Context: an optimization exercise on an open-source flow, tuned for small area. The choices shown serve that exercise and are no tape-out recipe.
Where RTL was checked, it was by simulation tests only, not by an equivalence proof against the original.

==> v30 <==
==> flow/design.v <==
module top (
  input clk,
  input rst,
  input echo,
  input respSeguidorLinea1,
  input respSeguidorLinea2,
  output VCC_respSeguidorLinea1,
  output GND_respSeguidorLinea1,
  output VCC_respSeguidorLinea2,
  output GND_respSeguidorLinea2,
  output trig,
  output D8,
  output D7,
  output D6,
  output D5,
  output D4,
  output D3,
  output D2,
  output D1,
  output A,
  output B,
  output C,
  output D,
  output E,
  output F,
  output G,
  output H,
  output VCC,
  output GND,
  output GND_motor_iz,
  output GND_motor_de,
  output m_izquierdo,
  output m_derecho
);
  assign VCC = 1'b1;
  assign GND = 1'b0;
  assign D8 = 1'b1;
  assign D7 = 1'b1;
  assign D6 = 1'b1;
  assign D5 = 1'b1;
  assign GND_motor_iz = 1'b0;
  assign GND_motor_de = 1'b0;
  assign VCC_respSeguidorLinea1 = 1'b1;
  assign GND_respSeguidorLinea1 = 1'b0;
  assign VCC_respSeguidorLinea2 = 1'b1;
  assign GND_respSeguidorLinea2 = 1'b0;
  reg [19:0] tc;
  always @(posedge clk) begin
    if (rst)
      tc <= 20'h00800;
    else
      tc <= tc + 1'b1;
  end
  wire [1:0] sel = tc[13:12];
  assign trig = (tc[19:11] == 9'b000000001) && (tc[10:0] <= 11'd275);
  reg echo_q;
  reg [19:0] acc;
  reg [1:0] lh;
  reg [3:0] lt, lu;
  wire [20:0] acc_n = {1'b0, acc} + 21'd359;
  wire inc = acc_n[20];
  wire lu9 = lu[3] & lu[0];
  wire lt9 = lt[3] & lt[0];
  wire l358 = lh[1] & lh[0] & lt[2] & lt[0] & lu[3];
  always @(posedge clk) begin
    if (rst)
      echo_q <= 1'b0;
    else
      echo_q <= echo;
  end
  always @(posedge clk) begin
    if (rst | ~echo) begin
      acc <= 20'd0;
      lh <= 2'd0;
      lt <= 4'd0;
      lu <= 4'd0;
    end else begin
      acc <= acc_n[19:0];
      if (inc) begin
        if (l358) begin
          lh <= 2'd0;
          lt <= 4'd0;
          lu <= 4'd0;
        end else if (lu9) begin
          lu <= 4'd0;
          if (lt9) begin
            lt <= 4'd0;
            lh <= lh + 1'b1;
          end else
            lt <= lt + 1'b1;
        end else
          lu <= lu + 1'b1;
      end
    end
  end
  wire in_range = ~lh[1] & (~lh[0] | ~(lt[3] | lt[2]) |
                  (lt[2] & ~lt[1] & ~lt[0] & ~lu[3] & ~lu[2] & ~lu[1] & ~lu[0]));
  wire far_n = lh[1] | lh[0] | lt[3] | lt[2] | lt[1] |
               (lt[0] & (lu[3] | (lu[2] & (lu[1] | lu[0]))));
  wire [3:0] fr = acc[19:16];
  wire [3:0] fd = (fr < 4'd10) ? fr : fr - 4'd10;
  reg far;
  always @(posedge clk) begin
    if (rst)
      far <= 1'b0;
    else
      far <= far_n;
  end
  assign m_izquierdo = far & respSeguidorLinea1;
  assign m_derecho = respSeguidorLinea2 | ~far;
  reg dp, wh;
  reg [3:0] wt, wu, wf;
  wire cap = echo_q & ~echo;
  always @(posedge clk) begin
    if (rst) begin
      dp <= 1'b0;
      wh <= 1'b0;
      wt <= 4'd0;
      wu <= 4'd0;
      wf <= 4'd0;
    end else if (cap) begin
      dp <= in_range;
      wh <= in_range ? lh[0] : 1'b1;
      wt <= in_range ? lt : 4'hB;
      wu <= in_range ? lu : 4'hC;
      wf <= in_range ? fd : 4'hD;
    end
  end
  wire [3:0] wc = {wh & ~dp, 1'b0, wh & ~dp, wh & dp};
  reg [3:0] v;
  always @(*) begin
    case (sel)
      2'd0: v = wh ? wc : 4'd14;
      2'd1: v = (wh | (wt != 4'd0)) ? wt : 4'd14;
      2'd2: v = wu;
      default: v = wf;
    endcase
  end
  reg [6:0] s;
  always @(*) begin
    case (v)
      4'd0: s = 7'h40;
      4'd1: s = 7'h79;
      4'd2: s = 7'h24;
      4'd3: s = 7'h30;
      4'd4: s = 7'h19;
      4'd5: s = 7'h12;
      4'd6: s = 7'h02;
      4'd7: s = 7'h78;
      4'd8: s = 7'h00;
      4'd9: s = 7'h18;
      4'd10: s = 7'h0e;
      4'd11: s = 7'h08;
      4'd12: s = 7'h47;
      4'd13: s = 7'h46;
      4'd14: s = 7'h7f;
      default: s = 7'h40;
    endcase
  end
  assign {G, F, E, D, C, B, A} = s;
  assign D4 = (sel != 2'd0);
  assign D3 = (sel != 2'd1);
  assign D2 = (sel != 2'd2);
  assign D1 = (sel != 2'd3);
  assign H = ((sel != 2'd0) & ~dp) | (dp & (sel != 2'd2));
endmodule
==> flow/run.sh <==
#!/bin/bash
# synth_recipe.tcl (not shown) runs the flow's synth.tcl, then flattens the netlist and writes it again
# the make line also repeats each setting of config.mk as NAME=value (left out here)
make -C /OpenROAD-flow-scripts/flow DESIGN_CONFIG=/design/flow/config.mk WORK_HOME=/design/flow/orfs CLKGATE_MAP_FILE= SYNTH_SCRIPT=/design/flow/synth_recipe.tcl finish
==> flow/config.mk <==
export PLATFORM = sky130hd
export DESIGN_NAME = top
export DESIGN_NICKNAME = top
export VERILOG_FILES = /design/flow/design.v
export SDC_FILE = /design/flow/constraint.sdc
export NUM_CORES = 4
export LEC_CHECK = 0
export CAP_MARGIN = 20
export CORE_MARGIN = 2
export CORE_UTILIZATION = 60
export CTS_BUF_LIST = sky130_fd_sc_hd__clkbuf_4
export CTS_CLUSTER_DIAMETER = 200
export CTS_CLUSTER_SIZE = 33
export SLEW_MARGIN = 20
==> flow/constraint.sdc <==
create_clock -name core_clock -period 20.0 [get_ports {clk}]
set_input_delay 4.0000 -clock core_clock [delete_from_list [all_inputs] [get_ports {clk}]]
set_output_delay 4.0000 -clock core_clock [all_outputs]
set_load 0.01 [all_outputs]
==> v32: changes against v30 <==
--- a/flow/design.v
+++ b/flow/design.v
@@ -47,8 +47,19 @@
   reg [19:0] tc;
-  always @(posedge clk) begin
-    if (rst)
-      tc <= 20'h00800;
-    else
-      tc <= tc + 1'b1;
-  end
+  wire [19:0] tc_d;
+  wire [20:0] tc_c;   
+  assign tc_d[0] = ~(rst | tc[0]);
+  assign tc_c[1] = tc[0];
+  genvar i;
+  generate
+    for (i = 1; i < 20; i = i + 1) begin : g_tc
+      if (i == 11)
+        cbit_p1 u (.q(tc[i]), .c(tc_c[i]), .r(rst), .d(tc_d[i]), .cn(tc_c[i+1]));
+      else if (i % 2 == 1)
+        cbit_p u (.q(tc[i]), .c(tc_c[i]), .r(rst), .d(tc_d[i]), .cn(tc_c[i+1]));
+      else
+        cbit_n u (.q(tc[i]), .cn(tc_c[i]), .r(rst), .d(tc_d[i]), .c(tc_c[i+1]));
+    end
+  endgenerate
+  always @(posedge clk)
+    tc <= tc_d;
   wire [1:0] sel = tc[13:12];
@@ -59,4 +70,23 @@
   reg [3:0] lt, lu;
-  wire [20:0] acc_n = {1'b0, acc} + 21'd359;
-  wire inc = acc_n[20];
+  wire clr = rst | ~echo;
+  wire [19:0] acc_d;
+  wire [20:0] acc_c;   
+  assign acc_d[0] = ~(clr | acc[0]);
+  assign acc_c[1] = acc[0];
+  generate
+    for (i = 1; i < 20; i = i + 1) begin : g_acc
+      if (i == 1 || i == 5 || i == 8 || i == 2 || i == 6) begin : k1
+        if (i % 2 == 1)
+          add1_p u (.q(acc[i]), .c(acc_c[i]), .r(clr), .d(acc_d[i]), .cn(acc_c[i+1]));
+        else
+          add1_n u (.q(acc[i]), .cn(acc_c[i]), .r(clr), .d(acc_d[i]), .c(acc_c[i+1]));
+      end else begin : k0
+        if (i % 2 == 1)
+          cbit_p u (.q(acc[i]), .c(acc_c[i]), .r(clr), .d(acc_d[i]), .cn(acc_c[i+1]));
+        else
+          cbit_n u (.q(acc[i]), .cn(acc_c[i]), .r(clr), .d(acc_d[i]), .c(acc_c[i+1]));
+      end
+    end
+  endgenerate
+  wire inc = ~acc_c[20];
   wire lu9 = lu[3] & lu[0];
@@ -70,5 +100,6 @@
   end
-  always @(posedge clk) begin
-    if (rst | ~echo) begin
-      acc <= 20'd0;
+  always @(posedge clk)
+    acc <= acc_d;
+  always @(posedge clk) begin
+    if (clr) begin
       lh <= 2'd0;
@@ -77,3 +108,2 @@
     end else begin
-      acc <= acc_n[19:0];
       if (inc) begin
@@ -166 +196,21 @@
 endmodule
+module cbit_p (input q, input c, input r, output d, output cn);
+  assign d = ~r & (q ^ c);
+  assign cn = ~(q & c);
+endmodule
+module cbit_n (input q, input cn, input r, output d, output c);
+  assign d = ~r & ~(q ^ cn);
+  assign c = q & ~cn;
+endmodule
+module cbit_p1 (input q, input c, input r, output d, output cn);
+  assign d = r | (q ^ c);
+  assign cn = ~(q & c);
+endmodule
+module add1_p (input q, input c, input r, output d, output cn);
+  assign d = ~r & ~(q ^ c);
+  assign cn = ~(q | c);
+endmodule
+module add1_n (input q, input cn, input r, output d, output c);
+  assign d = ~r & (q ^ cn);
+  assign c = q | ~cn;
+endmodule
==> flow/flow/run.sh (new file) <==
#!/bin/bash
# Layout flow: the standard ORFS flow (standard.sh, unchanged synthesis),
# with area-saving hooks:
#  - after floorplan, every logic cell is swapped to the smallest drive
#    strength of the same cell (downsize.tcl); timing repair later in the
#    flow may size them up again where needed
#  - tie cells are not duplicated per port
#  - ports are buffered with buf_1
#  - CTS with small clock buffers and no dummy loads
# Each tool's output stays in the ORFS logs under orfs/logs; make's output
# goes to flow.log.
set -euo pipefail
HERE=$(pwd)
export POST_FLOORPLAN_TCL=$HERE/flow/downsize.tcl
export SKIP_REPAIR_TIE_FANOUT=1
export BUFFER_PORTS_ARGS="-buffer_cell sky130_fd_sc_hd__buf_1"
export CTS_ARGS="-sink_clustering_enable -repair_clock_nets -dont_use_dummy_load -buf_list sky130_fd_sc_hd__clkbuf_4 -sink_clustering_size 24 -sink_clustering_max_diameter 120"
bash standard.sh > flow.log 2>&1
==> flow/flow/downsize.tcl (new file) <==
# Swap each instance to the smallest-area master of the same cell family
# (same name up to the drive-strength suffix), skipping DONT_USE cells.
set block [ord::get_db_block]
set db [ord::get_db]
set dont_use $::env(DONT_USE_CELLS)
proc is_dont_use { name } {
  foreach pat $::dont_use {
    if { [string match $pat $name] } { return 1 }
  }
  return 0
}
set best [dict create]
foreach lib [$db getLibs] {
  foreach m [$lib getMasters] {
    set n [$m getName]
    if { ![regexp {^sky130_fd_sc_hd__.*_[0-9]+$} $n] } { continue }
    set base [regsub {_[0-9]+$} $n ""]
    if { [is_dont_use $n] } { continue }
    set a [expr { [$m getWidth] * [$m getHeight] }]
    if { ![dict exists $best $base] || $a < [lindex [dict get $best $base] 1] } {
      dict set best $base [list $m $a]
    }
  }
}
set swapped 0
foreach inst [$block getInsts] {
  set m [$inst getMaster]
  set n [$m getName]
  if { ![regexp {^sky130_fd_sc_hd__.*_[0-9]+$} $n] } { continue }
  set base [regsub {_[0-9]+$} $n ""]
  if { ![dict exists $best $base] } { continue }
  set nm [lindex [dict get $best $base] 0]
  if { [$nm getName] eq $n } { continue }
  set a0 [expr { [$m getWidth] * [$m getHeight] }]
  if { [lindex [dict get $best $base] 1] >= $a0 } { continue }
  if { [$inst swapMaster $nm] } {
    puts "downsize: [$inst getName] $n -> [$nm getName]"
    incr swapped
  }
}
puts "downsize: swapped $swapped instances"
==> flow/standard.sh (new file) <==
#!/bin/bash
# synth_recipe.tcl (not shown) runs the flow's synth.tcl, then flattens the netlist and writes it again
# the make line also repeats each setting of config.mk as NAME=value (left out here)
make -C /OpenROAD-flow-scripts/flow DESIGN_CONFIG=/design/flow/config.mk WORK_HOME=/design/flow/orfs CLKGATE_MAP_FILE= SYNTH_SCRIPT=/design/flow/synth_recipe.tcl "${@:-finish}"
--- a/flow/config.mk
+++ b/flow/config.mk
@@ -9,6 +9,3 @@
 export CORE_MARGIN = 2
-export CORE_UTILIZATION = 60
-export CTS_BUF_LIST = sky130_fd_sc_hd__clkbuf_4
-export CTS_CLUSTER_DIAMETER = 200
-export CTS_CLUSTER_SIZE = 33
+export CORE_UTILIZATION = 40
 export SLEW_MARGIN = 20
removed: flow/run.sh
==> qor summary <==
                                                                                              v32                       v30
Run status                                                                 stopped before the end  timing/DRC/antenna clean
Last stage reached                                                                      floorplan                         -
Synthesized-area fraction occupied by adder cells                                           0.184                    0.0530
Starting Density                                                                            0.410                     0.631
Fraction of synthesis flops using an asynchronous set or reset pin                              0                         0
Cell taking the most area after synthesis                                sky130_fd_sc_hd__dfxtp_1  sky130_fd_sc_hd__dfxtp_1
Width of the chip                                                                         95.3 um                   80.8 um
Mean Syn Cell Area                                                                       9.61 um2                  8.53 um2
Cell Area, Synth                                                                      0.00334 mm2               0.00354 mm2
Share of Yosys cell area claimed by the top area cell type                                  0.396                     0.373
Synth warnings                                                                                  1                         1
Top-count cell post-synth                                                sky130_fd_sc_hd__dfxtp_1  sky130_fd_sc_hd__dfxtp_1
Floorplan die height                                                                      95.3 um                   80.8 um
Synth Area in Compound Gates                                                                0.112                     0.140
Register bit total from synthesis                                                              66                        66
Mux contribution to synthesized area                                                       0.0278                    0.0343
Commonest register cell after synthesis                                  sky130_fd_sc_hd__dfxtp_1  sky130_fd_sc_hd__dfxtp_1
Share of synthesized area occupied by flip-flops and latches                                0.396                     0.373
Post-synthesis xor/xnor area fraction                                                      0.0131                    0.0718
Gate Count Post-Synth                                                                         347                       415
Number of distinct standard cells referenced by the synthesized netlist                        51                        67
Number of flops mapped to enable cells by yosys                                                 0                         0
Simple-gate portion of the synthesized area                                                 0.185                     0.245
Number of standard-cell rows in the floorplan                                                  33                        27
For v32, only the layout was checked, not whether the RTL still works.

==> what the ideal ports hide <==
How much do the figures lean on ideal ports? The routed layout below was timed once more, with nothing changed but the port constraints.
Step 1, drivers: a clkbuf_16 drives clk and a buf_2 each remaining input, both assumed.
Step 2 also shifts input and output timing later by t, the mid clock arrival at the registers, as if the neighbouring blocks saw the same clock.
Three values: ideal ports, drivers, drivers and shift; two values: the first two.
run: v30
shift t [ns]: 0.439
slack for setup (ns): 10.922 / 10.889 / 10.889
worst hold slack (ns): 0.494 / 0.494 / 0.494
worst register clock-pin slew, ns: 0.11 / 0.11
worst data-port slew with drivers (ns): 0.04
After both steps setup and hold are still met in v30. For v30, drivers alone change the setup slack by -0.033 ns; drivers and shift together by -0.033 ns.
